This design comes from an exercise in tuning for small area and a short achievable clock period on the open sky130 flow, not from production work.
Function was checked by simulation only, so behaviour that the tests miss may differ from the original.

Design MipsMain, start of the top module:
module MipsMain(
    input clk,
    input reset,
    input [19:0] instruction,
    output [19:0] pc,
    output [19:0] writedata
);
  wire [3:0] op  = instruction[19:16];
  wire [3:0] rs  = instruction[15:12];
  wire [3:0] rt  = instruction[11:8];
  wire [3:0] rd  = instruction[7:4];
  wire [2:0] fn  = instruction[2:0];
  wire [7:0] imm = instruction[7:0];
  wire isR   = (op == 4'd0);
  wire isLW  = (op == 4'd1);
  wire isSW  = (op == 4'd2);
  wire isBEQ = (op == 4'd3);
  wire regwrite = isR | isLW;
  wire [3:0] wa = isR ? rd : rt;
  reg [19:0] pc_r, A, B, D;
  reg [7:0] bofs;       
  wire [19:0] Dv = D;
  reg [19:0] R [0:15];
  reg [19:0] M [0:31];
  assign pc = pc_r;
  assign writedata = Dv;
  genvar gj, gm;
  wire [19:0] simm = {{12{imm[7]}}, imm};
  wire [19:0] asum = A + simm;
  wire [19:0] add  = A + B;
  wire [19:0] sub  = A - B;
  wire [19:0] mul;
  Mul20 mul1 (.a(A), .b(B), .p(mul));
  wire [19:0] quo;
  wire [4:0] maddr = A[4:0] + imm[4:0];
  wire [31:0] msel = 32'd1 << maddr;
  wire [19:0] mrd;
  generate
    for (gj = 0; gj < 20; gj = gj + 1) begin : mcol
      wire [31:0] t;
      for (gm = 0; gm < 32; gm = gm + 1) begin : w
        assign t[gm] = M[gm][gj] & msel[gm];
      end
      assign mrd[gj] = |t;     
    end
  endgenerate
  wire fR = isR & ~reset;
  wire [8:0] dsel = {
    isSW & ~reset,                             
    isLW & ~reset,                             
    fR & (fn == 3'd7),                         
    fR & (fn == 3'd6),                         
    fR & (fn == 3'd5),                         
    fR & (fn == 3'd4),                         
    fR & (fn == 3'd3),                         
    (fR & (fn == 3'd2)) | (isBEQ & ~reset),    
    fR & (fn == 3'd1)                          
  };
  wire [19:0] dnext;
  generate
    for (gj = 0; gj < 20; gj = gj + 1) begin : dcol
      wire [8:0] t = dsel & {asum[gj], mrd[gj], A[gj] ^ B[gj], A[gj] | B[gj],
                             A[gj] & B[gj], quo[gj], mul[gj], sub[gj], add[gj]};
      assign dnext[gj] = |t;
    end
  endgenerate
  wire taken = isBEQ & (A == B);
  wire [19:0] npc = pc_r + 20'd1 + {12'd0, bofs};
  always @(posedge clk) begin
    pc_r <= reset ? 20'd0 : npc;
    bofs <= taken ? imm : 8'd0;
  end
  wire [15:0] sa = 16'd1 << rs;
  wire [15:0] sb = 16'd1 << rt;
  wire [19:0] rA, rB;
  generate
  ...
For scale: about 7000 cells after synthesis, roughly 62 I/O pins, about 0.063 sq mm of cells after synthesis.
export LEC_CHECK = 0
export ABC_AREA = 1
export CAP_MARGIN = 30
export CORE_MARGIN = 2
export CORE_UTILIZATION = 40
export CTS_BUF_LIST = sky130_fd_sc_hd__clkbuf_16
export CTS_CLUSTER_DIAMETER = 80
export CTS_CLUSTER_SIZE = 24
export SLEW_MARGIN = 30
export TNS_END_PERCENT = 0
create_clock -name core_clock -period 50.0 [get_ports {clk}]
standard.sh (not shown) runs the stock make flow with config.mk's settings and CLKGATE_MAP_FILE= SYNTH_SCRIPT=/design/flow/synth_recipe.tcl, a recipe that flattens the netlist after the stock synthesis.
==> flow/flow/run.sh <==
#!/bin/bash
# The standard layout (standard.sh), with its timing repair steps aiming for
# a setup slack margin instead of zero slack.
set -uo pipefail
export SETUP_SLACK_MARGIN=37.5
bash standard.sh > standard.log 2>&1
status=$?
cp -r orfs/logs logs_orfs 2>/dev/null
exit $status
The first run went through all stages and came out clean.
Change:
==> flow/run.sh (new file) <==
#!/bin/bash
# synth_recipe.tcl (not shown) runs the flow's synth.tcl, then flattens the netlist and writes it again
# the make line also repeats each setting of config.mk as NAME=value (left out here)
make -C /OpenROAD-flow-scripts/flow DESIGN_CONFIG=/design/flow/config.mk WORK_HOME=/design/flow/orfs CLKGATE_MAP_FILE= SYNTH_SCRIPT=/design/flow/synth_recipe.tcl finish
TNS_END_PERCENT = unset   (was 0)
removed: flow/flow/run.sh
removed: flow/standard.sh
What happened:
- design area fell by 9.4%
- hold slack is better by 0.012 ns
- wire length went down by 5.7%
Change:
==> flow/flow/run.sh (new file) <==
#!/bin/bash
# The standard layout (standard.sh), with its timing repair steps aiming for
# a setup slack margin instead of zero slack.
set -uo pipefail
export SETUP_SLACK_MARGIN=37
bash standard.sh > standard.log 2>&1
status=$?
cp -r orfs/logs logs_orfs 2>/dev/null
exit $status
==> flow/standard.sh (new file) <==
#!/bin/bash
# synth_recipe.tcl (not shown) runs the flow's synth.tcl, then flattens the netlist and writes it again
# the make line also repeats each setting of config.mk as NAME=value (left out here)
make -C /OpenROAD-flow-scripts/flow DESIGN_CONFIG=/design/flow/config.mk WORK_HOME=/design/flow/orfs CLKGATE_MAP_FILE= SYNTH_SCRIPT=/design/flow/synth_recipe.tcl "${@:-finish}"
CAP_MARGIN = 20   (was 30)
SLEW_MARGIN = 20   (was 30)
TNS_END_PERCENT = 0   (was unset)
removed: flow/run.sh
After rerunning:
- The new run went through all stages and came out clean
- worst setup slack is better by 4.5 ns
- cell area is higher by about 10%
- core utilization went up by 4.3 points
- clock-buffer cell count increases by 2
- synthesized cell count is unchanged
Change:
CAP_MARGIN = 30   (was 20)
SLEW_MARGIN = 30   (was 20)
The changed run ran to the end with no violations.
Via count is lower slightly.
Non-clock buffer count is lower by 118.
Core utilization is lower by 1.8 points.
Change:
--- a/flow/flow/run.sh
+++ b/flow/flow/run.sh
@@ -4,3 +4,3 @@
 set -uo pipefail
-export SETUP_SLACK_MARGIN=37
+export SETUP_SLACK_MARGIN=36.5
 bash standard.sh > standard.log 2>&1
Result: The changed run produced a clean layout; critical path depth does not change; via count stays flat; wire length is lower by 2.2%; cell area goes down by 0.56%; worst setup slack loses 0.38 ns; count of clock-buffer cells in the layout fell by 1; fmax goes down by 2.7%; global-route usage went down by 0.99 points.

* * *

## 02-12
The RTL this note starts from:
==> flow/design.v <==
module Divider #(parameter S1 = 8) (
    input clk,
    input [19:0] an,
    input [19:0] bn,
    input [19:0] a,
    input [19:0] b,
    output [19:0] quo
);
  wire [19:0] rem [0:20];
  wire [19:0] qb;
  reg  [S1-1:0] rem1_r;    
  reg  [S1-1:0] q1_r;
  assign rem[0] = 20'd0;
  genvar k;
  generate
    for (k = 1; k <= 20; k = k + 1) begin : row
      wire [19:0] a_s = (k <= S1) ? an : a;
      wire [19:0] b_s = (k <= S1) ? bn : b;
      wire [19:0] rprev = (k == S1 + 1) ? {{(20-S1){1'b0}}, rem1_r} : rem[k-1];
      wire [k-1:0] r2;
      if (k == 1) begin : r2a
        assign r2 = a_s[19];
      end else begin : r2b
        assign r2 = {rprev[k-2:0], a_s[20-k]};
      end
      wire hz;
      if (k == 20) begin : hza
        assign hz = 1'b1;
      end else begin : hzb
        assign hz = ~|b_s[19:k];
      end
      wire [k:0] diff = {1'b0, r2} - {1'b0, b_s[k-1:0]};
      wire ge = hz & ~diff[k];
      assign qb[20-k] = ge;
      assign rem[k] = ge ? diff[k-1:0] : r2;
    end
  endgenerate
  always @(posedge clk) begin
    rem1_r <= rem[S1][S1-1:0];
    q1_r   <= qb[19:20-S1];
  end
  assign quo = {q1_r, qb[19-S1:0]};
endmodule
module MipsMain(
    input clk,
    input reset,
    input [19:0] instruction,
    output [19:0] pc,
    output [19:0] writedata
);
  localparam S1 = 8;    
  wire [3:0] op  = instruction[19:16];
  wire [3:0] rs  = instruction[15:12];
  wire [3:0] rt  = instruction[11:8];
  wire [3:0] rd  = instruction[7:4];
  wire [2:0] fn  = instruction[2:0];
  wire [7:0] imm = instruction[7:0];
  wire isR   = (op == 4'd0);
  wire isLW  = (op == 4'd1);
  wire isSW  = (op == 4'd2);
  wire isBEQ = (op == 4'd3);
  wire regwrite = isR | isLW;
  wire [3:0] wa = isR ? rd : rt;
  reg [19:0] pc_r, npc, A, B, D;
  reg [19:0] R [0:15];
  reg [19:0] M [0:31];
  assign pc = pc_r;
  assign writedata = D;
  wire [19:0] simm = {{12{imm[7]}}, imm};
  wire [19:0] asum = A + simm;
  wire [19:0] add  = A + B;
  wire [19:0] sub  = A - B;
  wire [19:0] mul  = A * B;
  wire [19:0] quo;
  reg [19:0] rres;
  always @(*) begin
    case (fn)
      3'd1: rres = add;
      3'd2: rres = sub;
      3'd3: rres = mul;
      3'd4: rres = quo;
      3'd5: rres = A & B;
      3'd6: rres = A | B;
      3'd7: rres = A ^ B;
      default: rres = 20'd0;
    endcase
  end
  wire [4:0] maddr = A[4:0] + imm[4:0];
  wire [19:0] mrd = M[maddr];
  reg [19:0] dnext;
  always @(*) begin
    if (isR) dnext = rres;
    else if (isLW) dnext = mrd;
    else if (isSW) dnext = asum;
    else if (isBEQ) dnext = sub;
    else dnext = 20'd0;
  end
  wire taken = isBEQ & (A == B);
  wire [19:0] pcbase = reset ? 20'd0 : npc;
  always @(posedge clk) begin
    pc_r <= pcbase;
    npc  <= pcbase + 20'd1 + (taken ? {12'd0, imm} : 20'd0);
  end
  wire [19:0] rA = R[rs];
  wire [19:0] rB = R[rt];
  wire [19:0] An = reset ? 20'd0 : ((regwrite && wa == rs) ? D : rA);
  wire [19:0] Bn = reset ? 20'd0 : ((regwrite && wa == rt) ? D : rB);
  always @(posedge clk) begin
    A <= An;
    B <= Bn;
    D <= dnext & {20{~reset}};
  end
  wire [19:0] rwd = D & {20{~reset}};
  integer i;
  always @(posedge clk) begin
    for (i = 0; i < 16; i = i + 1)
      if (reset | (regwrite & (wa == i))) R[i] <= rwd;
  end
  wire [19:0] mw0 = B & {20{~reset}};
  wire [19:0] mw1 = B | {20{reset}};
  integer m;
  always @(posedge clk) begin
    for (m = 0; m < 32; m = m + 1)
      if (reset | (isSW & (asum[4:0] == m)))
        M[m] <= (mw1 & m) | (mw0 & ~m);
  end
  Divider #(.S1(S1)) div1 (.clk(clk), .an(An), .bn(Bn), .a(A), .b(B), .quo(quo));
endmodule
clock: 50.0 ns
lec_check: 0
abc_clock_period_in_ps: 10000
cap_margin: 20
core_margin: 2
core_utilization: 40
slew_margin: 20
run.sh (not shown) runs the stock make flow with config.mk's settings and CLKGATE_MAP_FILE= SYNTH_SCRIPT=/design/flow/synth_recipe.tcl, a recipe that flattens the netlist after the stock synthesis.
Stock flow here: none of the scripts above is used.
Edits applied to the flow inputs when going from 02-12 to 12-06:
- ABC_CLOCK_PERIOD_IN_PS: 10000 -> unset
Results
- Comparing 02-12 against 12-06, there is no change at all in worst-case setup margin in the final layout.
- Per the comparison of 12-06 with 02-12, total placed instance area barely changed, synthesized cell count has remained practically unchanged, die boundary width about even, final standard cell utilization of the core roughly the same.
- On clock buffer count in the final layout, 12-06 tracks 02-12 almost exactly.
- Global routing met2 resource utilization of 12-06 is on par with 02-12.
- As far as first-pass GRT wire length goes, 02-12 and 12-06 are indistinguishable; the numbers are identical.
- From 02-12 to 12-06, worst hold slack did not move at all.
- Reported for 02-12 and 12-06, cell count turned out identical to the last digit.

## port drivers added, routing unchanged
No port has a modelled driver above. Below, the same layouts with a new extraction and two added sets of constraints.
Step 1, drivers: a clkbuf_16 drives clk and a buf_2 each remaining input, both assumed.
Step 2 moves the port delays by t, midway between the first and last clock arrival at a register: inputs arrive t later, outputs are due t later. That takes back most of the time a late clock gives input paths.
Slacks: ideal / step 1 / step 2; pairs: ideal / step 1.
run | t (ns) | setup slack, ns | pins driven straight from the clock port
the first run of note 1 | 0.726 | 36.715 / 36.755 / 36.029 | 1
the second run of note 1 | 0.734 | 32.032 / 32.032 / 32.032 | 1
the third run of note 1 | 0.740 | 36.553 / 36.574 / 35.834 | 1
the fourth run of note 1 | 0.747 | 36.631 / 36.658 / 35.911 | 1
the fifth run of note 1 | 0.745 | 36.254 / 36.277 / 35.532 | 1
02-12 | 0.814 | 17.047 / 17.047 / 17.047 | 1
12-06 | 0.814 | 17.047 / 17.047 / 17.047 | 1
After both steps every run listed still meets setup and hold. For the fifth run of note 1, which loses most, drivers alone change the setup slack by +0.023 ns; drivers and shift together by -0.722 ns.
